What follows belongs to an exercise in optimizing a design on an open flow for small area, a short achievable clock period and few clock cycles per item; a production flow would make more cautious choices.
In this exercise RTL edits were held to simulation tests only and were not proved equivalent to the original.

==> flow/design.v (outline; a module is shown in full before it is edited, if it fits) <==
// module add_pos_a: 20 lines
// module add_pos_b: 14 lines
// module add_norm: 9 lines
// module exp_booth: 21 lines
// module mul_fin: 14 lines
// module mul_pp: 919 lines
// module div_lane: 63 lines
// module fp_div_r4: 87 lines
// module exp_prep: 22 lines
// module exp_pick: 26 lines
// module exp_const: 25 lines
// module softmax: 247 lines
module softmax #(
    parameter N  = 8,
    parameter NS = 12,                
    parameter L  = 4                  
) (
    input  wire        clk,
    input  wire        rst_n,
    input  wire        in_valid,
    input  wire [31:0] in_data,
    output wire        in_ready,
    output wire        out_valid,
    output wire [31:0] out_data,
    output wire        out_last
);
  // ...
==> flow/run.sh <==
#!/bin/bash
# synth_recipe.tcl (not shown) runs the flow's synth.tcl, then flattens the netlist and writes it again
# the make line also repeats each setting of config.mk as NAME=value (left out here)
make -C /OpenROAD-flow-scripts/flow DESIGN_CONFIG=/design/flow/config.mk WORK_HOME=/design/flow/orfs CLKGATE_MAP_FILE= SYNTH_SCRIPT=/design/flow/synth_recipe.tcl finish
==> flow/config.mk <==
export PLATFORM = sky130hd
export DESIGN_NAME = softmax
export DESIGN_NICKNAME = softmax
export VERILOG_FILES = /design/flow/design.v
export SDC_FILE = /design/flow/constraint.sdc
export NUM_CORES = 4
export LEC_CHECK = 0
export CAP_MARGIN = 20
export CORE_MARGIN = 2
export CORE_UTILIZATION = 40
export SLEW_MARGIN = 20
==> flow/constraint.sdc <==
create_clock -name core_clock -period 16.0 [get_ports {clk}]
set_input_delay 3.2000 -clock core_clock [delete_from_list [all_inputs] [get_ports {clk}]]
set_output_delay 3.2000 -clock core_clock [all_outputs]
set_load 0.01 [all_outputs]
==> impl_metrics.toml, run 1 <==
[clock_network]
clockRootBuffer = "clkbuf_16"
hold_buffers = 0
ctsResizeCount = 0
h-tree-depth = 4

[timing]
setup_viol = 0
fmax_mhz = 155.8
finalSetupTns_ps = 0
slew_headroom_pct = 15.59
drv_slew = 0

[layout]
final_common_cell = "edfxtp_1"
regMostFlops = "ebuf"
num-fill-cells = 22760
drive_gt1_share_pct = 9.785
fin_cells = 12730
multi_input_cells = 6721
largest_reg_flops = 372
multi_input_area_share_pct = 49.25
syn_to_final_growth_pct = 10.77
sh_seq_area_pct = 36.99
n_sequential_cell = 1516
layout.nonclk_buf_share_pct = 1.927
dominant_cells = "multi-input combinational cells"
signal_buffers = 253
diodes = 3

[die]
n_tap_cell = 3202
placeableCoreArea_um2 = 242800

[route]
top_layer = "met5"
drt-total-wl_um = 300900
wl_met3_um = 18840

[global_route]
antenna_found_initial = 8
grt.met1_usage_pct = 30.53
grt_max_degree = 71
busiest_layer = "met2"

[worst_setup_path]
critical_path.slowest_cell = "clkinv_1"
cp.required_ps = 16720
critical_path.cell_chain = "clkinv_1 -> ha_1 -> a21o_1 -> a21o_1 -> nand2_1 -> nand3b_1 -> xnor2_1 -> inv_1 -> ha_1 -> or4b_2 -> o31a_1 -> a211oi_2 -> a41oi_4 -> inv_2 -> nand2_1 -> o41ai_1"
path_max_fanout = 25

[logic_synthesis]
synth_commonest_cells = "edfxtp_1 (902), nand2_1 (811), inv_1 (692)"
synth-seq-cells = 1516
yosysTopAreaCell = "edfxtp_1"

[place]
gp_congestion = 0.9207
place_area_um2 = 101800

[worst_hold_path]
hold_start = "a1[2]$_DFF_P_"

[status]
status = "timing/DRC/antenna clean"
Testbench counts, summed over its fixed seeds: cycles 5,182, vectors 192.
==> inputs of run 2 (changes only) <==
==> flow/flow/run.sh (new file) <==
#!/bin/bash
# The standard layout (standard.sh), with ORFS's repair_timing asked for a
# larger setup margin so that it also works on paths that already meet the
# clock period. The SDC (clock period and I/O delays) is the design's.
set -e
export SETUP_SLACK_MARGIN=${MARGIN:-10.5}
bash standard.sh > standard.log 2>&1
==> flow/standard.sh (new file) <==
#!/bin/bash
# synth_recipe.tcl (not shown) runs the flow's synth.tcl, then flattens the netlist and writes it again
# the make line also repeats each setting of config.mk as NAME=value (left out here)
make -C /OpenROAD-flow-scripts/flow DESIGN_CONFIG=/design/flow/config.mk WORK_HOME=/design/flow/orfs CLKGATE_MAP_FILE= SYNTH_SCRIPT=/design/flow/synth_recipe.tcl "${@:-finish}"
removed: flow/run.sh
==> impl_metrics.toml, run 2 <==
[die]
die_y_um = 497.5
rows = 181
dieWidth_um = 497.5
initial_core_util_pct = 40.12
io_pins = 70
placeableCoreArea_um2 = 242800
dieArea_um2 = 247500

[layout]
multiInputGateArea_um2 = 53230
regMostFlops = "ebuf"
largestRegisters = "ebuf: 372 flops, u_div.ln.u.b3: 104 flops, u_div.ln.u.r: 100 flops"
largest_reg_flops = 372
area.sequential_um2 = 39910
drive_gt1_share_pct = 9.961
num-nets-final = 10200
fin_util_pct = 44.50
num-fill-cells = 22750
layout_common_cells = "edfxtp_1 (902), nand2_1 (805), inv_1 (689)"
final_common_cell = "edfxtp_1"
syn_to_final_growth_pct = 10.92

[global_route]
antenna_found_initial = 8
track_usage_pct = 23.75
use_met2_pct = 39.47
overflow = 0
busiest_layer = "met2"
grt_max_degree = 71
first_global_vias = 74410
grt_use_met3_pct = 3.326
grt_first_pass_wirelength_um = 456500
grt.met1_usage_pct = 30.54

[clock_network]
h-tree-depth = 4
clockRootBuffer = "clkbuf_16"
hold_buffers = 0
clockBufferDepth = 3
clock_sinks = 1516
cts_inserted_buffers = 175
cts_tree = "built"
insertion_delay_ps = 850
path_clk_slew_ps = 60

[worst_setup_path]
crit_arrival_ps = 5930
start_kind = "flip-flop"
critical_path.cell_chain = "clkinvlp_4 -> ha_1 -> a21o_1 -> nand2_1 -> nand3b_1 -> xnor2_1 -> inv_1 -> ha_1 -> or4b_2 -> o31a_2 -> a221oi_1 -> a22oi_1 -> mux2_2 -> mux2i_1 -> a311o_1"
rr_endpoint = "sy[0]$_DFF_P_"
critical_path.slowest_cell = "or4b_2"
worst-path-stages = 15
cp_top_family = "compound AO/OA/AOI/OAI gates"
end_kind = "flip-flop"
critical_path_class = "reg -> reg"
crit_top_cell = "ha_1"
path_max_fanout = 20
cp_slowest_stage_delay_ps = 700
reg2reg_depth = 15
r2r-start = "acc_lz[3]$_DFFE_PN0P_"
cp.required_ps = 16720
r2r_slack_ps = 10800
critPathBufInv = 2

[timing]
final-hold-violation-count = 0
rsz0062_at_grt = "false"
max_slew.worst_pin.slew_ps = 1244
drv_slew = 0
min_period_over_period_pct = 32.53
fmax_mhz = 192.1
finalSetupTns_ps = 0
fin_ws_ps = 10800
slew_headroom_pct = 16.77
setup_viol = 0
skew_ps = 68.09
period_minus_slack_ps = 5205

[logic_synthesis]
synth_fa_ha_area_share_pct = 12.30
synth_edf_count = 902
syn_area_um2 = 97400
ys_seq_area_share_pct = 40.94
synth_simple_gate_area_share_pct = 10.86
syn-instance-count = 9451
synth_top_family_by_area = "compound AO/OA/AOI/OAI gates"
synthTopCellsByArea = "edfxtp_1 (28%), dfxtp_1 (11%), ha_1 (6.7%)"
synth-xor-area-share_pct = 5.575
yosys.area.top_type_share_pct = 27.81
yosysMostFrequentCell = "edfxtp_1"
synth_compound_area_share_pct = 17.00
synthArstFlopShare_pct = 6.596
synth-seq-cells = 1516
synthFlopType = "edfxtp_1"
yosys_warnings = 7
synthMuxAreaShare_pct = 8.547
ys_types = 111
syn_avg_cell_area_um2 = 10.31
yosysTopAreaCell = "edfxtp_1"
synth_commonest_cells = "edfxtp_1 (902), nand2_1 (811), inv_1 (692)"

[worst_hold_path]
holdPathStages = 0
hold-path-endpoint = "h2[2]$_DFF_P_"
hold_start = "a1[2]$_DFF_P_"
min_path_type = "reg -> reg"

[place]
port_buffers = 67
pre_cts_slack_ps = 9628
gp_congestion = 0.9207
post-dp-hpwl_um = 215500

[route]
drt-initial-drc-count = 7410
post-route-drc-count = 0
detail_route.wl_per_cell_um = 23.63
antenna_left = 0
drt_first_pass_iters = 8
drt-total-wl_um = 300900
viasPerCell = 5.862
vias = 74640

[status]
status = "timing/DRC/antenna clean"

[job]
cap_violations = 0
==> run 2: cell counts after synthesis <==
Identical to the previous run, type by type.
==> run 2: worst reg2reg max path, delay by kind of cell (launching register included) <==
| kind | cells | cell delay [ps] |
|---|---|---|
| xor+xnor | 1 | 210 |
| flops | 1 | 560 |
| simple gates | 3 | 890 |
| mux | 2 | 520 |
| fa+ha+maj | 2 | 830 |
| buf+inv | 2 | 570 |
| compound gates | 5 | 1570 |
==> run 2: timing repair <==
action | CTS | global route
pin swaps | 0 | 2
resized for setup | 6 | 23
endpoints found under the setup margin | 56 | 46
buffers inserted | 0 | 2
==> run 2: cell families (layout without fill, tap and decap cells) <==
family                   after synthesis  in the layout
AO/OA/AOI/OAI                       2487           2487
adder cells (fa/ha/maj)              795            795
multiplexers                         528            528
other                                  1              8
AND/OR/NAND/NOR                     2288           2288
buffers and inverters               1216           1290
flip-flops                          1516           1516
XOR/XNOR                             620            620
==> run 2: layer usage <==
metal / wire, um / share of wire [%] / vias up
met5: 15 / 0.0050 / -
met4: 15380 / 5.1 / 2
met3: 19500 / 6.5 / 666
met2: 141800 / 47 / 2823
met1: 124200 / 41 / 36810
li1: - / - / 34350
==> run 2: stage by stage <==
step	hold WS [ps]	cell area (um^2)	std cells
CTS	353.4	107900	12730
global route	368.8	108000	12730
global placement	335.1	101700	12400
detailed placement	339.6	101800	12400
finish	353.2	108000	12730
floorplan	329.0	97410	9453
==> run 2: layout make-up <==
type | count | share of cell area (%)
timing repair buffer | 255 | 1.953
tap | 3202 | 3.708
multi-input combinational | 6721 | 49.27
clock inverter | 95 | 1.056
antenna | 5 | 0.01158
inverter | 708 | 2.478
sequential | 1516 | 36.94
clock buffer | 232 | 4.585
==> run 2: how the worst max path moves through the flow <==
stage,from,endpoint
floorplan,u_div.f_q[8]$_DFFE_PP_,u_div.out_data[30]$_DFFE_PP_
CTS,acc_lz[0]$_DFFE_PN0P_,sx[20]$_DFF_P_
detailed placement,acc_lz[2]$_DFFE_PN0P_,sx[20]$_DFF_P_
finish,acc_lz[3]$_DFFE_PN0P_,sy[0]$_DFF_P_
global placement,acc_lz[2]$_DFFE_PN0P_,sx[21]$_DFF_P_
global route,u_div.f_q[9]$_DFFE_PP_,u_div.out_data[30]$_DFFE_PP_
==> inputs of run 3 (changes only) <==
--- a/flow/flow/run.sh
+++ b/flow/flow/run.sh
@@ -5,3 +5,3 @@
 set -e
-export SETUP_SLACK_MARGIN=${MARGIN:-10.5}
+export SETUP_SLACK_MARGIN=${MARGIN:-11.5}
 bash standard.sh > standard.log 2>&1
==> impl_metrics.toml, run 3 <==
[logic_synthesis]
yosys.area.top_type_share_pct = 27.81
synthFlopType = "edfxtp_1"
yosysMostFrequentCell = "edfxtp_1"
synth_commonest_cells = "edfxtp_1 (902), nand2_1 (811), inv_1 (692)"
synth_edf_count = 902
synth-xor-area-share_pct = 5.575
synth_top_family_by_area = "compound AO/OA/AOI/OAI gates"
syn-instance-count = 9451
ys_seq_area_share_pct = 40.94
yosys_warnings = 7
synth_compound_area_share_pct = 17.00
yosysTopAreaCell = "edfxtp_1"
syn_avg_cell_area_um2 = 10.31
synthArstFlopShare_pct = 6.596
synth_fa_ha_area_share_pct = 12.30
synthTopCellsByArea = "edfxtp_1 (28%), dfxtp_1 (11%), ha_1 (6.7%)"
synth-seq-cells = 1516
syn_area_um2 = 97400
ys_types = 111
synth_simple_gate_area_share_pct = 10.86
synthMuxAreaShare_pct = 8.547

[timing]
fin_ws_ps = 11250
setup_viol = 0
rsz0062_at_grt = "true"
final-hold-violation-count = 0
fmax_mhz = 210.5
min_period_over_period_pct = 29.70
whs_ps = 351.2
slew_headroom_pct = 18.44
period_minus_slack_ps = 4752
finalSetupTns_ps = 0
skew_ps = 78.01
max_slew.worst_pin.slew_ps = 1212
drv_slew = 0

[global_route]
antenna_found_initial = 10
grt_first_pass_wirelength_um = 456800
track_usage_pct = 23.72
first_global_vias = 75030
overflow = 0
grt_max_degree = 69

[worst_setup_path]
start_kind = "flip-flop"
r2r-start = "u_div.f_q[9]$_DFFE_PP_"
end_kind = "output pin"
startpoint = "u_div.out_last$_DFFE_PP_"
cp_slowest_stage_delay_ps = 510
rr_endpoint = "u_div.out_data[30]$_DFFE_PP_"
crit_arrival_ps = 1550
path_max_fanout = 1
critical_path.cell_chain = "buf_6"
crit_end = "out_last"
critical_path.slowest_cell = "edfxtp_1"
cp.required_ps = 12800
critical_path_class = "reg -> out"
cp_top_family = "flip-flops"
r2r_slack_ps = 11310
worst-path-stages = 1
critPathBufInv = 1
reg2reg_depth = 24

[place]
pre_cts_slack_ps = 9791
post-dp-hpwl_um = 213100
gp_congestion = 0.9142
place_inst = 12390
port_buffers = 67

[layout]
largest_reg_flops = 372
num-nets-final = 10320
num-fill-cells = 22570
layout_common_cells = "edfxtp_1 (902), nand2_1 (798), inv_1 (673)"
final_common_cell = "edfxtp_1"
drive_gt1_share_pct = 12.78
syn_to_final_growth_pct = 12.74
regMostFlops = "ebuf"
fin_cells = 12850
largestRegisters = "ebuf: 372 flops, u_div.ln.u.b3: 104 flops, u_div.ln.u.r: 100 flops"

[die]
dieArea_um2 = 247500
die_y_um = 497.5
dieWidth_um = 497.5
placeableCoreArea_um2 = 242800
io_pins = 70
initial_core_util_pct = 40.12
rows = 181

[route]
detail_route.wl_per_cell_um = 23.59
drt-initial-drc-count = 7184
drt_first_pass_iters = 7
antenna_left = 0
viasPerCell = 5.893
post-route-drc-count = 0
drt-total-wl_um = 303000
vias = 75710

[job]
cap_violations = 0

[clock_network]
hold_buffers = 0
clock_sinks = 1516
path_clk_slew_ps = 60
cts_tree = "built"
insertion_delay_ps = 880
h-tree-depth = 4
clockRootBuffer = "clkbuf_16"
cts_inserted_buffers = 171
clockBufferDepth = 3

[worst_hold_path]
holdPathStages = 0
hold_start = "a1[8]$_DFF_P_"
min_path_type = "reg -> reg"

[status]
status = "timing/DRC/antenna clean"
run 3: changes by cell type in the layout (fill, tap and decap cells not counted), moves of 10 or more:
cell and change:
a21oi_1 -15, a21oi_2 +10, buf_2 +31, buf_4 +86
buf_6 +20, clkbuf_1 +10, clkdlybuf4s50_1 -33, ha_1 -18
ha_4 +16, inv_1 -16, inv_2 +12, o21ai_0 -14
o21ai_1 +10
run 3: per-layer routing:
metal	routed length [um]	vias up	global-route usage (%)
met5	32	-	0
met1	123300	37430	30.35
li1	-	34610	-
met3	20300	687	3.475
met2	143800	2978	39.54
met4	15560	4	11.04
run 3: cell type report:
cell class,count,area [um^2],share of cell area (%)
Antenna cell,3,7.507,0.006836
Clock buffer,234,4813,4.383
Clock inverter,90,1070,0.9742
Inverter,708,2711,2.469
Multi-Input combinational cell,6723,54200,49.36
Sequential cell,1516,39910,36.35
Tap cell,3202,4006,3.648
Timing Repair Buffer,369,3075,2.801
Timing Repair inverter,2,13.76,0.01253
run 3: cells by family after synthesis:
logic type	after synthesis
compound gates	2487
xor+xnor	620
fa+ha+maj	795
buf+inv	1216
flops	1516
mux	528
other cells	1
simple gates	2288
run 3: per-stage QoR:
stage               utilization [%]  instance area (um^2)
floorplan                         -                 97440
global placement              41.89                101700
detailed placement            41.91                101800
CTS                           44.81                108800
global route                  45.23                109800
finish                        45.23                109800
run 3: how the worst min path moves through the flow:
stage / to / slack [ps]
after global routing: h2[8]$_DFF_P_ / 360
after global placement: h2[8]$_DFF_P_ / 340
after floorplan: h2[0]$_DFF_P_ / 330
after detailed placement: h2[21]$_DFF_P_ / 350
final: h2[8]$_DFF_P_ / 350
after CTS: h2[8]$_DFF_P_ / 350
run 3: what timing repair did:
| item | CTS | global route |
|---|---|---|
| pin swaps | 44 | 59 |
| endpoints found under the setup margin | 180 | 192 |
| endpoints found under the hold margin | 0 | 0 |
| gates cloned | 7 | 2 |
| gates resized for setup | 283 | 125 |
| setup buffers | 64 | 52 |
==> inputs of run 4 (changes only) <==
--- a/flow/flow/run.sh
+++ b/flow/flow/run.sh
@@ -5,3 +5,3 @@
 set -e
-export SETUP_SLACK_MARGIN=${MARGIN:-11.5}
+export SETUP_SLACK_MARGIN=${MARGIN:-12.5}
 bash standard.sh > standard.log 2>&1
==> impl_metrics.toml, run 4 <==
[clock_network]
path_clk_slew_ps = 60
clockRootBuffer = "clkbuf_16"
insertion_delay_ps = 850
h-tree-depth = 4
cts_inserted_buffers = 170
clock_sinks = 1516
cts_tree = "built"
clockBufferDepth = 3

[route]
drt_first_pass_iters = 6
wl_met3_um = 24750
viasPerCell = 5.955
post-route-drc-count = 0
dr_wl_met2_um = 153700
antenna_left = 0
drt-initial-drc-count = 7934
detail_route.wl_per_cell_um = 24.66
top_layer = "met4"
vias = 79090
drt-total-wl_um = 327500
drt-met1-wl_um = 131000

[place]
post-dp-hpwl_um = 213200
port_buffers = 67
gp_congestion = 0.9341
place_area_um2 = 102500

[layout]
final_common_cell = "edfxtp_1"
regMostFlops = "ebuf"
layout_common_cells = "edfxtp_1 (902), nand2_1 (755), inv_1 (611)"
syn_to_final_growth_pct = 23.07
design_area_um2 = 119900
num-nets-final = 10760
fin_util_pct = 49.38
drive_gt1_share_pct = 23.68
largestRegisters = "ebuf: 372 flops, u_div.ln.u.b3: 104 flops, u_div.ln.u.r: 100 flops"
largest_reg_flops = 372

[worst_hold_path]
hold_start = "id1[2]$_DFF_P_"
hold-path-endpoint = "id2[2]$_DFF_P_"
min_path_type = "reg -> reg"
holdPathStages = 0

[job]
cap_violations = 0

[global_route]
grt_first_pass_wirelength_um = 480600
antenna_found_initial = 5
first_global_vias = 77950
overflow = 0
track_usage_pct = 25.14
grt_max_degree = 71

[logic_synthesis]
yosysTopAreaCell = "edfxtp_1"
synthFlopType = "edfxtp_1"
synth-seq-cells = 1516
ys_seq_area_share_pct = 40.94
syn_avg_cell_area_um2 = 10.31
yosys_warnings = 7
synth_edf_count = 902
syn-instance-count = 9451
synth_commonest_cells = "edfxtp_1 (902), nand2_1 (811), inv_1 (692)"
yosysMostFrequentCell = "edfxtp_1"
ys_types = 111
syn_area_um2 = 97400
synthTopCellsByArea = "edfxtp_1 (28%), dfxtp_1 (11%), ha_1 (6.7%)"
synthArstFlopShare_pct = 6.596
yosys.area.top_type_share_pct = 27.81

[timing]
max_slew.worst_pin.slew_ps = 1241
fmax_mhz = 209.6
rsz0062_at_grt = "true"
min_period_over_period_pct = 29.82
final-hold-violation-count = 0
skew_ps = 54.30
period_minus_slack_ps = 4772
finalSetupTns_ps = 0
setup_viol = 0
drv_slew = 0
slew_headroom_pct = 16.95

[worst_setup_path]
cp_top_family = "flip-flops"
r2r-start = "u_div.f_q[9]$_DFFE_PP_"
reg2reg_depth = 24
critPathBufInv = 1
r2r_slack_ps = 11250
end_kind = "output pin"
critical_path.cell_chain = "buf_2"
start_kind = "flip-flop"
cp_slowest_stage_delay_ps = 530
critical_path_class = "reg -> out"
critical_path.slowest_cell = "edfxtp_1"
crit_arrival_ps = 1570
cp.required_ps = 12800
rr_endpoint = "u_div.out_data[30]$_DFFE_PP_"
path_max_fanout = 1

[die]
dieArea_um2 = 247500
dieWidth_um = 497.5
io_pins = 70
rows = 181
die_y_um = 497.5
placeableCoreArea_um2 = 242800
initial_core_util_pct = 40.12

[status]
status = "timing/DRC/antenna clean"
[run 4: cell counts after synthesis]
No cell type changed its count.
[run 4: per-stage QoR]
step           setup WS [ps]  hold WS [ps]  std cells
6_report               11230         357.4      13280
5_1_grt                11050         372.3      13280
4_1_cts                11180         363.1      13070
3_5_place_dp           10310         355.6      12390
3_3_place_gp           10360         352.0      12390
2_1_floorplan          11810         330.0       9453
[run 4: worst max path at each step]
stage,endpoint,cells past startpoint,slack (ps),startpoint
2_1_floorplan,u_div.out_data[30]$_DFFE_PP_,24,11810,u_div.f_q[9]$_DFFE_PP_
3_3_place_gp,sx[22]$_DFF_P_,19,10360,acc_lz[0]$_DFFE_PN0P_
3_5_place_dp,sx[21]$_DFF_P_,19,10310,acc_lz[0]$_DFFE_PN0P_
4_1_cts,out_last,1,11180,u_div.out_last$_DFFE_PP_
5_1_grt,u_div.out_data[30]$_DFFE_PP_,24,11050,u_div.f_q[9]$_DFFE_PP_
6_report,out_last,1,11230,u_div.out_last$_DFFE_PP_
[run 4: what timing repair did]
item,in CTS,in global routing
resized for setup,992,563
hold buffers,0,0
endpoints found under the setup margin,654,494
setup buffers,332,184
cloned,39,20
pin swaps,342,319
[run 4: final cells by class]
class                   instances  area (um^2)
fillers                     21550       122900
multi-input cells            6742        58910
flip-flops and latches       1516        39960
repair buffers                789         8280
clock buffers                 237         4932
well taps                    3202         4006
inverters                     708         2823
clock inverters                80        902.1
repair inverters                5        53.80
diodes                          3        7.507
[run 4: metal layers]
| layer | up-vias | GRT usage [%] |
|---|---|---|
| li1 | 35550 | - |
| met1 | 39170 | 32.54 |
| met2 | 3518 | 41.48 |
| met3 | 861 | 3.651 |
| met4 | 0 | 11.78 |
| met5 | - | 0 |
[run 4: cell families (layout without fill, tap and decap cells)]
family | after synthesis | count (layout) | synth area share [%]
muxes | 528 | 529 | 8.547
DFF | 1516 | 1516 | 40.94
and+or+nand+nor | 2288 | 2301 | 10.86
adders and majority gates | 795 | 795 | 12.30
AOI/OAI and AO/OA | 2487 | 2494 | 17.00
buffers and inverters | 1216 | 1819 | 4.773
other | 1 | 6 | 0.003850
xor gates and xnor gates | 620 | 620 | 5.575
==> module add_pos_b, before the edit <==
module add_pos_b (
    input  wire [23:0] x,
    input  wire [23:0] y,
    output wire [23:0] z,
    output reg  [4:0]  lz             
);
    assign z = x + y;
    integer i;
    always @(*) begin
        lz = 5'd24;
        for (i = 0; i < 24; i = i + 1)
            if (z[i]) lz = 5'd23 - i[4:0];
    end
endmodule
==> module add_norm, before the edit <==
module add_norm (
    input  wire [23:0] z,
    input  wire [7:0]  ec,
    input  wire [4:0]  lz,
    output wire [30:0] s
);
    wire [23:0] zn = z << lz;
    assign s = {ec - {3'd0, lz}, zn[22:0]};
endmodule
==> module fp_div_r4, before the edit <==
module fp_div_r4 #(
    parameter L = 2
) (
    input  wire         clk,
    input  wire         rst_n,
    input  wire [L-1:0] start,        
    input  wire [22:0]  ma,
    input  wire [22:0]  mb,
    input  wire [25:0]  mb3,
    input  wire [7:0]   ediff,        
    input  wire         last_in,      
    output wire [L-1:0] ready,
    output reg          out_valid,
    output reg  [30:0]  out_data,
    output reg          out_last
);
    wire [L-1:0]    fin;
    wire [24*L-1:0] qq;
    wire [25*L-1:0] rr;
    wire [8*L-1:0]  ed;
    wire [L-1:0]    lst;
    genvar g;
    generate
        for (g = 0; g < L; g = g + 1) begin : ln
            div_lane u (.clk(clk), .rst_n(rst_n), .start(start[g]), .ma(ma),
                .mb(mb), .mb3(mb3), .ediff(ediff), .last_in(last_in),
                .ready(ready[g]), .fin(fin[g]), .qq(qq[24*g +: 24]),
                .rr(rr[25*g +: 25]), .ed(ed[8*g +: 8]), .lst(lst[g]));
        end
    endgenerate
    reg        f_valid, f_last;
    reg [23:0] f_q;
    reg [24:0] f_r;
    reg [7:0]  f_ed;
    reg [23:0] m_q;
    reg [24:0] m_r;
    reg [7:0]  m_ed;
    reg        m_l;
    integer j;
    always @(*) begin
        m_q = 24'd0; m_r = 25'd0; m_ed = 8'd0; m_l = 1'b0;
        for (j = 0; j < L; j = j + 1)
            if (fin[j]) begin
                m_q  = m_q  | qq[24*j +: 24];
                m_r  = m_r  | rr[25*j +: 25];
                m_ed = m_ed | ed[8*j +: 8];
                m_l  = m_l  | lst[j];
            end
    end
    always @(posedge clk or negedge rst_n) begin
        if (!rst_n) begin
            f_valid   <= 1'b0;
            out_valid <= 1'b0;
        end else begin
            f_valid   <= |fin;
            out_valid <= f_valid;
        end
    end
    always @(posedge clk) begin
        if (|fin) begin
            f_q     <= m_q;
            f_r     <= m_r;
            f_ed    <= m_ed;
            f_last  <= m_l;
        end
    end
    reg  [4:0]  tz;
    reg         seen;                           
    integer k;
    always @(*) begin
        tz = 5'd0;
        seen = f_q[0];
        for (k = 1; k < 24; k = k + 1) begin
            tz = tz | ((f_q[k] && !seen) ? k[4:0] : 5'd0);
            seen = seen | f_q[k];
        end
    end
    wire        f_exact = (f_r == 25'd0);
    wire [7:0]  adj = (f_exact && tz >= 5'd2) ? {3'd0, tz} - 8'd1 : 8'd0;
    always @(posedge clk) begin
        if (f_valid) begin
            out_data <= f_q[23] ? {f_ed + 8'd127 - adj, f_q[22:1], 1'b0}
                                : {f_ed + 8'd126 - adj, f_q[21:0], 1'b0};
            out_last <= f_last;
        end
    end
endmodule
==> module softmax, before the edit <==
module softmax #(
    parameter N  = 8,
    parameter NS = 12,                
    parameter L  = 4                  
) (
    input  wire        clk,
    input  wire        rst_n,
    input  wire        in_valid,
    input  wire [31:0] in_data,
    output wire        in_ready,
    output wire        out_valid,
    output wire [31:0] out_data,
    output wire        out_last
);
    localparam EMPTY = 2'd0, MUL = 2'd1, LAST = 2'd2, DONE = 2'd3;
    function automatic [3:0] inc(input [3:0] v);
        inc = (v == NS - 1) ? 4'd0 : v + 4'd1;
    endfunction
    reg        x0_full, xa_full, x1_full;
    reg [31:0] x0;
    reg [10:0] xa_w;
    reg [3:0]  xa_lc;
    reg        xa_neg;
    reg [3:0]  x1_c1, x1_c2;
    reg [10:0] x1_w;
    reg [3:0]  x1_lc;
    reg        x1_neg;
    reg [3:0]  ei;                    
    wire [10:0] w0, w1, w2;
    wire [3:0]  lc0, lc1, lc2, c1, c2;
    wire        neg0;
    exp_prep u_prep (.x(x0), .w(w0), .lc(lc0), .neg(neg0));
    exp_pick u_pk1 (.w(xa_w), .lc(xa_lc), .neg(xa_neg), .c(c1), .w_n(w1), .lc_n(lc1));
    exp_pick u_pk2 (.w(w1), .lc(lc1), .neg(xa_neg), .c(c2), .w_n(w2), .lc_n(lc2));
    reg [30:0] a1;                    
    reg [11:0] bn1, bo1, bt1;         
    reg [7:0]  be1;                   
    reg [10:0] w1x;
    reg [3:0]  lc1x;
    reg        neg1x;
    reg [3:0]  id1;                   
    reg [1:0]  st1;                   
    reg [47:0] m_s, m_c;
    reg [7:0]  m_e0;
    reg        m_z;
    reg [30:0] h2;                    
    reg [3:0]  sc2;                   
    reg [10:0] w2x;
    reg [3:0]  lc2x;
    reg        neg2x;
    reg [3:0]  id2;
    reg [1:0]  st2;                   
    reg [30:0]  ebuf [0:NS-1];
    reg [NS-1:0] full;                
    reg [NS-1:0] nf;                  
    reg        wq_v;                  
    reg [3:0]  wq_i;
    reg [30:0] wq;
    reg [3:0]  sp;                    
    reg        se_v;                  
    reg [30:0] se;
    reg        sb;                    
    reg [23:0] sx, sy;
    reg [7:0]  sec;
    reg [23:0] acc_z;                 
    reg [7:0]  acc_e;
    reg [4:0]  acc_lz;
    reg [2:0]  scnt;                  
    reg        pending;               
    reg [30:0] s_div;                 
    reg [25:0] s_div3;                
    reg [3:0]  rp;                    
    reg [3:0]  rd_cnt;                
    reg [L-1:0] lane;                 
    wire [3:0]  pc, plc;
    wire [10:0] pw;
    exp_pick u_pk3 (.w(w1x), .lc(lc1x), .neg(neg1x), .c(pc), .w_n(pw), .lc_n(plc));
    wire [47:0] s_nx, c_nx;
    mul_pp u_pp (.a({1'b1, a1[22:0]}), .neg(bn1), .one(bo1), .two(bt1), .s(s_nx), .c(c_nx));
    wire [7:0]  e0_nx = a1[30:23] + be1 - 8'd127;
    wire        z_nx  = (a1[30:23] == 8'd0);
    wire [30:0] prd;
    mul_fin u_mf (.s(m_s), .c(m_c), .e0(m_e0), .z(m_z), .r(prd));
    wire        fin2 = (st2 == LAST) || (st2 == DONE);
    wire [30:0] v2   = (st2 == DONE) ? h2 : prd;
    wire [11:0] bn_s, bo_s, bt_s, bn_x, bo_x, bt_x;
    wire [7:0]  be_s, be_x;
    exp_booth u_bs (.c(sc2), .neg(bn_s), .one(bo_s), .two(bt_s), .e(be_s));
    exp_booth u_bx (.c(x1_c2), .neg(bn_x), .one(bo_x), .two(bt_x), .e(be_x));
    wire [30:0] d_c1;
    exp_const u_d1 (.c(x1_c1), .d(d_c1));
    wire x1_blk = ((st1 != EMPTY) && (id1 == ei)) || ((st2 != EMPTY) && (id2 == ei));
    wire x1_ok  = x1_full && !x1_blk;
    wire x1_big = (x1_c2 != 4'd0);
    wire g_p   = fin2 && !full[id2];
    wire g_x   = x1_ok && !x1_big && !full[ei] && !g_p;
    wire       wsel = g_p || g_x;
    wire [3:0] widx = g_p ? id2 : ei;
    wire fr1   = (st2 == EMPTY) || g_p;
    wire ld    = x1_ok && x1_big && fr1;
    wire x1_go = ld || g_x;
    wire xa_go = xa_full && (!x1_full || x1_go);
    wire x0_go = x0_full && (!xa_full || xa_go);
    assign in_ready = !x0_full || !xa_full;
    wire take  = in_valid && in_ready;
    wire        sa_go = se_v && !sb && !pending;
    wire        fetch = nf[sp] && (!se_v || sa_go);
    wire [30:0] s_cur;
    add_norm u_sn (.z(acc_z), .ec(acc_e), .lz(acc_lz), .s(s_cur));
    wire [23:0] sx_nx, sy_nx;
    wire [7:0]  sec_nx;
    add_pos_a u_sa (.a(se), .b(s_cur), .x(sx_nx), .y(sy_nx), .ec(sec_nx));
    wire [23:0] sz_nx;
    wire [4:0]  slz_nx;
    add_pos_b u_sb (.x(sx), .y(sy), .z(sz_nx), .lz(slz_nx));
    wire [L-1:0] dv_ready;
    wire        dv_go   = !rd_cnt[3] && |(dv_ready & lane);
    wire        handoff = pending && rd_cnt[3];
    wire [30:0] a_rd = ebuf[rp];
    wire [30:0] dv_out;
    fp_div_r4 #(.L(L)) u_div (
        .clk(clk), .rst_n(rst_n),
        .start(dv_go ? lane : {L{1'b0}}),
        .ma(a_rd[22:0]),
        .mb(s_div[22:0]),
        .mb3(s_div3),
        .ediff(a_rd[30:23] - s_div[30:23]),
        .last_in(rd_cnt[2:0] == 3'd7),
        .ready(dv_ready),
        .out_valid(out_valid),
        .out_data(dv_out),
        .out_last(out_last)
    );
    assign out_data = {1'b0, dv_out};
    integer k;
    always @(posedge clk or negedge rst_n) begin
        if (!rst_n) begin
            x0_full <= 1'b0;
            xa_full <= 1'b0;
            x1_full <= 1'b0;
            ei      <= 4'd0;
            st1     <= EMPTY;
            st2     <= EMPTY;
            full    <= {NS{1'b0}};
            nf      <= {NS{1'b0}};
            wq_v    <= 1'b0;
            sp      <= 4'd0;
            se_v    <= 1'b0;
            sb      <= 1'b0;
            scnt    <= 3'd0;
            pending <= 1'b0;
            rp      <= 4'd0;
            rd_cnt  <= 4'd8;
            lane    <= {{(L-1){1'b0}}, 1'b1};
            acc_z   <= 24'h800000;
            acc_e   <= 8'd0;
            acc_lz  <= 5'd0;
        end else begin
            x0_full <= take || (x0_full && !x0_go);
            xa_full <= x0_go || (xa_full && !xa_go);
            x1_full <= xa_go || (x1_full && !x1_go);
            if (x1_go) ei <= inc(ei);
            st2 <= (st1 == MUL) ? ((pc == 4'd0) ? LAST : MUL) : st1;
            st1 <= (st2 == MUL) ? MUL : (fin2 && !g_p) ? DONE : ld ? MUL : EMPTY;
            wq_v <= wsel;
            for (k = 0; k < NS; k = k + 1) begin
                if (wsel && widx == k)       full[k] <= 1'b1;
                if (dv_go && rp == k)        full[k] <= 1'b0;
                if (wq_v && wq_i == k)       nf[k]   <= 1'b1;
                if (fetch && sp == k)        nf[k]   <= 1'b0;
            end
            if (fetch) begin
                sp   <= inc(sp);
                se_v <= 1'b1;
            end else if (sa_go) begin
                se_v <= 1'b0;
            end
            sb <= sa_go;
            if (sb) begin
                acc_z  <= sz_nx;
                acc_e  <= sec;
                acc_lz <= slz_nx;
                scnt   <= scnt + 3'd1;
                if (scnt == N - 1) pending <= 1'b1;
            end
            if (handoff) begin
                pending <= 1'b0;
                rd_cnt  <= 4'd0;
                acc_z   <= 24'h800000;
                acc_e   <= 8'd0;
                acc_lz  <= 5'd0;
            end else if (dv_go) begin
                rd_cnt <= rd_cnt + 4'd1;
                rp     <= inc(rp);
                lane   <= {lane[L-2:0], lane[L-1]};
            end
        end
    end
    always @(posedge clk) begin
        if (take)
            x0 <= in_data;
        if (x0_go) begin
            xa_w   <= w0;
            xa_lc  <= lc0;
            xa_neg <= neg0;
        end
        if (xa_go) begin
            x1_c1  <= c1;
            x1_c2  <= c2;
            x1_w   <= w2;
            x1_lc  <= lc2;
            x1_neg <= xa_neg;
        end
        m_s   <= s_nx;
        m_c   <= c_nx;
        m_e0  <= e0_nx;
        m_z   <= z_nx;
        h2    <= a1;
        sc2   <= pc;
        w2x   <= pw;
        lc2x  <= plc;
        neg2x <= neg1x;
        id2   <= id1;
        if (st2 == MUL) begin
            a1 <= prd; bn1 <= bn_s; bo1 <= bo_s; bt1 <= bt_s; be1 <= be_s;
            w1x <= w2x; lc1x <= lc2x; neg1x <= neg2x; id1 <= id2;
        end else if (fin2 && !g_p) begin
            a1 <= v2; id1 <= id2;
        end else begin
            a1 <= d_c1; bn1 <= bn_x; bo1 <= bo_x; bt1 <= bt_x; be1 <= be_x;
            w1x <= x1_w; lc1x <= x1_lc; neg1x <= x1_neg; id1 <= ei;
        end
        wq   <= g_p ? v2 : (x1_c1 == 4'd0) ? 31'h3f800000 : d_c1;
        wq_i <= widx;
        if (wq_v)
            ebuf[wq_i] <= wq;
        if (fetch)
            se <= ebuf[sp];
        sx  <= sx_nx;
        sy  <= sy_nx;
        sec <= sec_nx;
        if (handoff) begin
            s_div  <= s_cur;
            s_div3 <= {2'b00, 1'b1, s_cur[22:0]} + {1'b0, 1'b1, s_cur[22:0], 1'b0};
        end
    end
endmodule
==> inputs of run 5 (changes only) <==
--- a/flow/design.v
+++ b/flow/design.v
@@ -23,6 +23,9 @@
     input  wire [23:0] y,
+    input  wire [7:0]  ec,
     output wire [23:0] z,
-    output reg  [4:0]  lz             
+    output reg  [4:0]  lz,            
+    output wire [7:0]  en             
 );
-    assign z = x + y;
+    assign z  = x + y;
+    assign en = ec - {3'd0, lz};
     integer i;
@@ -36,3 +39,3 @@
     input  wire [23:0] z,
-    input  wire [7:0]  ec,
+    input  wire [7:0]  en,
     input  wire [4:0]  lz,
@@ -41,3 +44,3 @@
     wire [23:0] zn = z << lz;
-    assign s = {ec - {3'd0, lz}, zn[22:0]};
+    assign s = {en, zn[22:0]};
 endmodule
@@ -1115,3 +1118,3 @@
             f_valid   <= |fin;
-            out_valid <= f_valid;
+            out_valid <= g_valid;
         end
@@ -1119,8 +1122,6 @@
     always @(posedge clk) begin
-        if (|fin) begin
-            f_q     <= m_q;
-            f_r     <= m_r;
-            f_ed    <= m_ed;
-            f_last  <= m_l;
-        end
+        f_q     <= m_q;
+        f_r     <= m_r;
+        f_ed    <= m_ed;
+        f_last  <= m_l;
     end
@@ -1138,9 +1139,18 @@
     wire        f_exact = (f_r == 25'd0);
-    wire [7:0]  adj = (f_exact && tz >= 5'd2) ? {3'd0, tz} - 8'd1 : 8'd0;
+    reg         g_valid, g_last;
+    reg  [7:0]  g_e, g_adj;
+    reg  [22:0] g_m;
+    always @(posedge clk or negedge rst_n) begin
+        if (!rst_n) g_valid <= 1'b0;
+        else        g_valid <= f_valid;
+    end
     always @(posedge clk) begin
-        if (f_valid) begin
-            out_data <= f_q[23] ? {f_ed + 8'd127 - adj, f_q[22:1], 1'b0}
-                                : {f_ed + 8'd126 - adj, f_q[21:0], 1'b0};
-            out_last <= f_last;
-        end
+        g_adj  <= (f_exact && tz >= 5'd2) ? {3'd0, tz} - 8'd1 : 8'd0;
+        g_e    <= f_q[23] ? f_ed + 8'd127 : f_ed + 8'd126;
+        g_m    <= f_q[23] ? {f_q[22:1], 1'b0} : {f_q[21:0], 1'b0};
+        g_last <= f_last;
+    end
+    always @(posedge clk) begin
+        out_data <= {g_e - g_adj, g_m};
+        out_last <= g_last;
     end
@@ -1285,3 +1295,3 @@
     reg [23:0] acc_z;                 
-    reg [7:0]  acc_e;
+    reg [7:0]  acc_e;                 
     reg [4:0]  acc_lz;
@@ -1290,3 +1300,2 @@
     reg [30:0] s_div;                 
-    reg [25:0] s_div3;                
     reg [3:0]  rp;                    
@@ -1323,4 +1332,5 @@
     wire x0_go = x0_full && (!xa_full || xa_go);
-    assign in_ready = !x0_full || !xa_full;
-    wire take  = in_valid && in_ready;
+    reg  rdy;                         
+    assign in_ready = rdy;
+    wire take  = in_valid && rdy;
     wire        sa_go = se_v && !sb && !pending;
@@ -1328,3 +1338,3 @@
     wire [30:0] s_cur;
-    add_norm u_sn (.z(acc_z), .ec(acc_e), .lz(acc_lz), .s(s_cur));
+    add_norm u_sn (.z(acc_z), .en(acc_e), .lz(acc_lz), .s(s_cur));
     wire [23:0] sx_nx, sy_nx;
@@ -1334,3 +1344,4 @@
     wire [4:0]  slz_nx;
-    add_pos_b u_sb (.x(sx), .y(sy), .z(sz_nx), .lz(slz_nx));
+    wire [7:0]  sen_nx;
+    add_pos_b u_sb (.x(sx), .y(sy), .ec(sec), .z(sz_nx), .lz(slz_nx), .en(sen_nx));
     wire [L-1:0] dv_ready;
@@ -1345,3 +1356,3 @@
         .mb(s_div[22:0]),
-        .mb3(s_div3),
+        .mb3({2'b00, 1'b1, s_div[22:0]} + {1'b0, 1'b1, s_div[22:0], 1'b0}),
         .ediff(a_rd[30:23] - s_div[30:23]),
@@ -1359,2 +1370,3 @@
             xa_full <= 1'b0;
+            rdy     <= 1'b1;
             x1_full <= 1'b0;
@@ -1380,2 +1392,3 @@
             xa_full <= x0_go || (xa_full && !xa_go);
+            rdy     <= !(take || (x0_full && !x0_go)) || !(x0_go || (xa_full && !xa_go));
             x1_full <= xa_go || (x1_full && !x1_go);
@@ -1400,3 +1413,3 @@
                 acc_z  <= sz_nx;
-                acc_e  <= sec;
+                acc_e  <= sen_nx;
                 acc_lz <= slz_nx;
@@ -1448,2 +1461,4 @@
             a1 <= v2; id1 <= id2;
+            bn1 <= bn_x; bo1 <= bo_x; bt1 <= bt_x; be1 <= be_x;
+            w1x <= x1_w; lc1x <= x1_lc; neg1x <= x1_neg;
         end else begin
@@ -1461,6 +1476,4 @@
         sec <= sec_nx;
-        if (handoff) begin
-            s_div  <= s_cur;
-            s_div3 <= {2'b00, 1'b1, s_cur[22:0]} + {1'b0, 1'b1, s_cur[22:0], 1'b0};
-        end
+        if (handoff)
+            s_div <= s_cur;
     end
--- a/flow/flow/run.sh
+++ b/flow/flow/run.sh
@@ -5,3 +5,3 @@
 set -e
-export SETUP_SLACK_MARGIN=${MARGIN:-12.5}
+export SETUP_SLACK_MARGIN=${MARGIN:-11.5}
 bash standard.sh > standard.log 2>&1
==> impl_metrics.toml, run 5 <==
[worst_hold_path]
hold_start = "u_div.g_m[3]$_DFF_P_"
min_path_type = "reg -> reg"

[worst_setup_path]
startpoint = "rdy$_DFF_PN1_"
critical_path.cell_chain = "buf_6"
crit_arrival_ps = 1640
cp_slowest_stage_delay_ps = 680
end_kind = "output pin"
critPathBufInv = 1
path_max_fanout = 2
critical_path_class = "reg -> out"
r2r-start = "sx[1]$_DFF_P_"
cp_top_family = "flip-flops"
start_kind = "flip-flop"
cp.required_ps = 12800
critical_path.slowest_cell = "dfstp_2"

[timing]
finalSetupTns_ps = 0
max_slew.worst_pin.slew_ps = 1296
skew_ps = 35.07
slew_headroom_pct = 12.79
final-hold-violation-count = 0
period_minus_slack_ps = 4839
min_period_over_period_pct = 30.24
whs_ps = 324.8
fmax_mhz = 206.7
drv_slew = 0
setup_viol = 0
rsz0062_at_grt = "true"

[global_route]
overflow = 0
use_met2_pct = 38.42
antenna_found_initial = 11
grt_first_pass_wirelength_um = 437800
grt.met1_usage_pct = 30.51
busiest_layer = "met2"
grt_use_met3_pct = 3.401
track_usage_pct = 23.39
first_global_vias = 72110
grt_max_degree = 76

[layout]
largest_reg_flops = 372
syn_to_final_growth_pct = 11.85
design_area_um2 = 105800
drive_gt1_share_pct = 11.89
num-nets-final = 10080
fin_util_pct = 44.99
largestRegisters = "ebuf: 372 flops, u_div.ln.u.b3: 104 flops, u_div.ln.u.r: 100 flops"
layout_common_cells = "nand2_1 (750), edfxtp_1 (732), inv_1 (667)"
final_common_cell = "nand2_1"
regMostFlops = "ebuf"

[clock_network]
hold_buffers = 0
path_clk_slew_ps = 60
clockBufferDepth = 3
h-tree-depth = 4
cts_tree = "built"
insertion_delay_ps = 830
cts_inserted_buffers = 171
clock_sinks = 1530
clockRootBuffer = "clkbuf_16"

[logic_synthesis]
synthTopCellsByArea = "edfxtp_1 (23%), dfxtp_1 (15%), ha_1 (6.7%)"
yosysMostFrequentCell = "nand2_1"
synth-seq-cells = 1530
syn_avg_cell_area_um2 = 10.17
yosysTopAreaCell = "edfxtp_1"
yosys_warnings = 7
ys_seq_area_share_pct = 40.67
synth_edf_count = 732
synthFlopType = "edfxtp_1"
synth_commonest_cells = "nand2_1 (756), edfxtp_1 (732), dfxtp_1 (696)"
syn-instance-count = 9299
ys_types = 103
synthArstFlopShare_pct = 6.667
yosys.area.top_type_share_pct = 23.24
syn_area_um2 = 94590

[route]
drt-initial-drc-count = 6621
detail_route.wl_per_cell_um = 23.06
drt_first_pass_iters = 6
post-route-drc-count = 0
drt-total-wl_um = 289700
vias = 73120
viasPerCell = 5.819
antenna_left = 0

[place]
place_area_um2 = 98780
post-dp-hpwl_um = 202400
port_buffers = 67
gp_congestion = 0.9234

[status]
status = "timing/DRC/antenna clean"

[die]
io_pins = 70
rows = 178
initial_core_util_pct = 40.22
dieArea_um2 = 240400
placeableCoreArea_um2 = 235200
dieWidth_um = 490.3
die_y_um = 490.3

[job]
cap_violations = 0
-- run 5: cell types whose count changed in the layout (fill, tap and decap cells not counted), sizes merged, moves of 16 or more --
cell	change
nand3	-30
a31oi	-16
a21o	-19
clkbuf	-28
o21a	-30
dfxtp	+182
nand2	-57
buf	-470
nor2	+30
edfxtp	-170
-- run 5: what timing repair did --
action,in CTS,in global routing
setup endpoints to repair,201,249
cloned,1,1
pin swaps,50,26
gates resized for setup,232,110
buffers inserted,38,28
hold endpoints to repair,0,0
-- run 5: cell type report --
| class | count | area (um^2) |
|---|---|---|
| Antenna cell | 2 | 5.005 |
| Multi-Input combinational cell | 6576 | 52480 |
| Tap cell | 3150 | 3941 |
| Fill cell | 21970 | 129400 |
| Inverter | 690 | 2605 |
| Sequential cell | 1530 | 38530 |
| Clock buffer | 218 | 4830 |
| Clock inverter | 102 | 983.4 |
| Timing Repair Buffer | 297 | 2430 |
-- run 5: through the flow --
stage          cells  worst slack (ps)
6_report       12570             11160
5_1_grt        12560             11090
4_1_cts        12530             11130
3_5_place_dp   12180             10860
3_3_place_gp   12170             10890
2_1_floorplan   9301             11500
-- run 5: worst paths after layout --
path	endpoint	slack, ps	cells after the start
worst max-delay path	in_ready	11160	1
worst min-delay path	u_div.out_data[3]$_DFF_P_	320	0
worst max register to register	acc_e[7]$_DFFE_PN0P_	11360	20
worst min register to register	u_div.out_data[3]$_DFF_P_	320	0
max in group asynchronous	rp[1]$_DFFE_PN0P_	12290	2
min in group asynchronous	scnt[1]$_DFFE_PN0P_	2270	1
-- run 5: cells by family (layout without fill, tap and decap cells) --
kind of cell | count (synthesis) | after routing | synth area share, %
other | 1 | 5 | 0.003965
flip-flops | 1530 | 1530 | 40.67
AO/OA/AOI/OAI | 2368 | 2368 | 16.52
multiplexers | 527 | 527 | 8.609
buffers and inverters | 1196 | 1307 | 4.804
XOR/XNOR | 635 | 635 | 5.880
adder cells (fa/ha/maj) | 778 | 778 | 12.43
AND/OR/NAND/NOR | 2264 | 2265 | 11.08
-- run 5: per-layer routing --
layer | wire (um) | share of wire [%]
met4 | 13990 | 4.8
met2 | 135000 | 47
met5 | 23 | 0.0079
met3 | 18830 | 6.5
met1 | 121900 | 42
Testbench counts of run 5, summed over its fixed seeds: cycles 5,190, vectors 192.
==> inputs of run 6 (changes only) <==
--- a/flow/flow/run.sh
+++ b/flow/flow/run.sh
@@ -5,3 +5,3 @@
 set -e
-export SETUP_SLACK_MARGIN=${MARGIN:-11.5}
+export SETUP_SLACK_MARGIN=${MARGIN:-11.8}
 bash standard.sh > standard.log 2>&1
==> impl_metrics.toml, run 6 <==
[route]
viasPerCell = 5.825
vias = 73670
drt-initial-drc-count = 6457
antenna_left = 0
drt_first_pass_iters = 9
post-route-drc-count = 0
detail_route.wl_per_cell_um = 23.51
drt-total-wl_um = 297300

[job]
cap_violations = 0

[worst_setup_path]
cp.required_ps = 12800
critical_path.slowest_cell = "dfstp_2"
critical_path.cell_chain = "buf_6"
start_kind = "flip-flop"
cp_slowest_stage_delay_ps = 630
critPathBufInv = 1
crit_arrival_ps = 1570
critical_path_class = "reg -> out"
end_kind = "output pin"
path_max_fanout = 2
cp_top_family = "flip-flops"

[logic_synthesis]
syn-instance-count = 9299
syn_avg_cell_area_um2 = 10.17
synth_edf_count = 732
synthFlopType = "edfxtp_1"
yosys.area.top_type_share_pct = 23.24
synthArstFlopShare_pct = 6.667
synth-seq-cells = 1530
yosysTopAreaCell = "edfxtp_1"
yosys_warnings = 7
ys_seq_area_share_pct = 40.67
yosysMostFrequentCell = "nand2_1"
syn_area_um2 = 94590
ys_types = 103
synthTopCellsByArea = "edfxtp_1 (23%), dfxtp_1 (15%), ha_1 (6.7%)"
synth_commonest_cells = "nand2_1 (756), edfxtp_1 (732), dfxtp_1 (696)"

[layout]
num-fill-cells = 21830
num-nets-final = 10150
largest_reg_flops = 372
final_common_cell = "nand2_1"
fin_cells = 12650
layout_common_cells = "nand2_1 (747), edfxtp_1 (732), inv_1 (662)"
syn_to_final_growth_pct = 14.03
largestRegisters = "ebuf: 372 flops, u_div.ln.u.b3: 104 flops, u_div.ln.u.r: 100 flops"
regMostFlops = "ebuf"
design_area_um2 = 107900
drive_gt1_share_pct = 14.21

[global_route]
track_usage_pct = 23.89
grt_first_pass_wirelength_um = 447300
grt_max_degree = 76
antenna_found_initial = 12
first_global_vias = 73290
overflow = 0

[timing]
period_minus_slack_ps = 4774
skew_ps = 47.06
finalSetupTns_ps = 0
min_period_over_period_pct = 29.84
max_slew.worst_pin.slew_ps = 1267
final-hold-violation-count = 0
fmax_mhz = 209.5
slew_headroom_pct = 14.75
drv_slew = 0
setup_viol = 0
whs_ps = 323.1
rsz0062_at_grt = "true"

[die]
dieWidth_um = 490.3
die_y_um = 490.3
placeableCoreArea_um2 = 235200
initial_core_util_pct = 40.22
dieArea_um2 = 240400
rows = 178
io_pins = 70

[clock_network]
cts_tree = "built"
path_clk_slew_ps = 60
h-tree-depth = 4
insertion_delay_ps = 850
clockBufferDepth = 3
cts_inserted_buffers = 172
clockRootBuffer = "clkbuf_16"
clock_sinks = 1530

[status]
status = "timing/DRC/antenna clean"

[place]
place_area_um2 = 98780
place_inst = 12170
post-dp-hpwl_um = 203500
port_buffers = 67
gp_congestion = 0.9335

[worst_hold_path]
min_path_type = "reg -> reg"
## run 6: cell counts after synthesis
No cell type changed its count.
## run 6: timing repair
action / CTS / global route
pin swaps: 65 / 134
endpoints found under the setup margin: 462 / 316
resized for setup: 304 / 291
hold buffers: 0 / 0
setup buffers: 65 / 67
cloned: 8 / 7
## run 6: layer usage
metal,vias to the layer above,GRT usage (%),part of all wire [%]
met5,-,0,0.031
met4,12,10.41,4.5
met3,678,3.946,7.3
met2,3043,39.58,47
met1,36200,30.73,41
li1,33730,-,-
## run 6: area by class of cell
type | count | area, um^2 | share of cell area (%)
inverter | 690 | 2628 | 2.436
tap | 3150 | 3941 | 3.654
sequential | 1530 | 38570 | 35.76
multi-input combinational | 6581 | 53430 | 49.54
clock inverter | 90 | 949.7 | 0.8805
timing repair buffer | 368 | 3341 | 3.097
antenna | 5 | 12.51 | 0.01160
clock buffer | 233 | 4980 | 4.617
## run 6: logic make-up after synthesis
logic type,synth area share (%)
AO/OA/AOI/OAI,16.52
AND/OR/NAND/NOR,11.08
flip-flops,40.67
buffers and inverters,4.804
adder cells (fa/ha/maj),12.43
XOR/XNOR,5.880
multiplexers,8.609
other,0.003965
## run 6: path summary, 6_finish.rpt
path	start	to	slack, ps	cells past startpoint
max	rdy$_DFF_PN1_	in_ready	11230	1
min	u_div.g_m[19]$_DFF_P_	u_div.out_data[19]$_DFF_P_	320	0
max reg2reg	sx[1]$_DFF_P_	acc_e[7]$_DFFE_PN0P_	11420	18
min reg2reg	u_div.g_m[19]$_DFF_P_	u_div.out_data[19]$_DFF_P_	320	0
max in group asynchronous	rst_n	rp[1]$_DFFE_PN0P_	12390	2
min in group asynchronous	rst_n	acc_lz[0]$_DFFE_PN0P_	2340	1
## run 6: through the flow
step                      setup WS (ps)  utilization, %
after detailed placement          10530           42.00
after global routing              11180           45.86
after floorplan                   11640               -
final                             11230           45.86
after global placement            10530           41.99
after CTS                         11190           45.00

[port drivers added, routing unchanged]
Ports are ideal in the flow. The routed layouts listed here were re-timed in OpenROAD.
Step 1 (the two cells are an assumption about what drives the block):
set clk [get_ports {clk}]
set_driving_cell -lib_cell sky130_fd_sc_hd__clkbuf_16 $clk
set_driving_cell -lib_cell sky130_fd_sc_hd__buf_2 [delete_from_list [all_inputs] $clk]
Step 2 times the ports against the registers' clock, not the clock port: input delays grow and output delays shrink by t, the midpoint of the rising clock arrivals with the driver on.
a / b / c = no drivers / after step 1 / after step 2; a / b = the first two.
run | shift t [ns] | slack for setup (ns) | cell pins on the clock port's net
run 1 | 0.899 | 9.582 / 9.582 / 9.582 | 1
run 2 | 0.901 | 10.795 / 10.716 / 10.795 | 1
run 3 | 0.927 | 11.248 / 11.164 / 11.282 | 1
run 4 | 0.907 | 11.228 / 11.143 / 11.254 | 1
run 5 | 0.900 | 11.161 / 11.072 / 11.356 | 1
run 6 | 0.914 | 11.226 / 11.133 / 11.208 | 1
After both steps setup and hold are still met in every run listed. For run 6, which loses most, drivers alone change the setup slack by -0.093 ns; drivers and shift together by -0.018 ns. The worst setup slack also covers recovery checks on asynchronous resets.
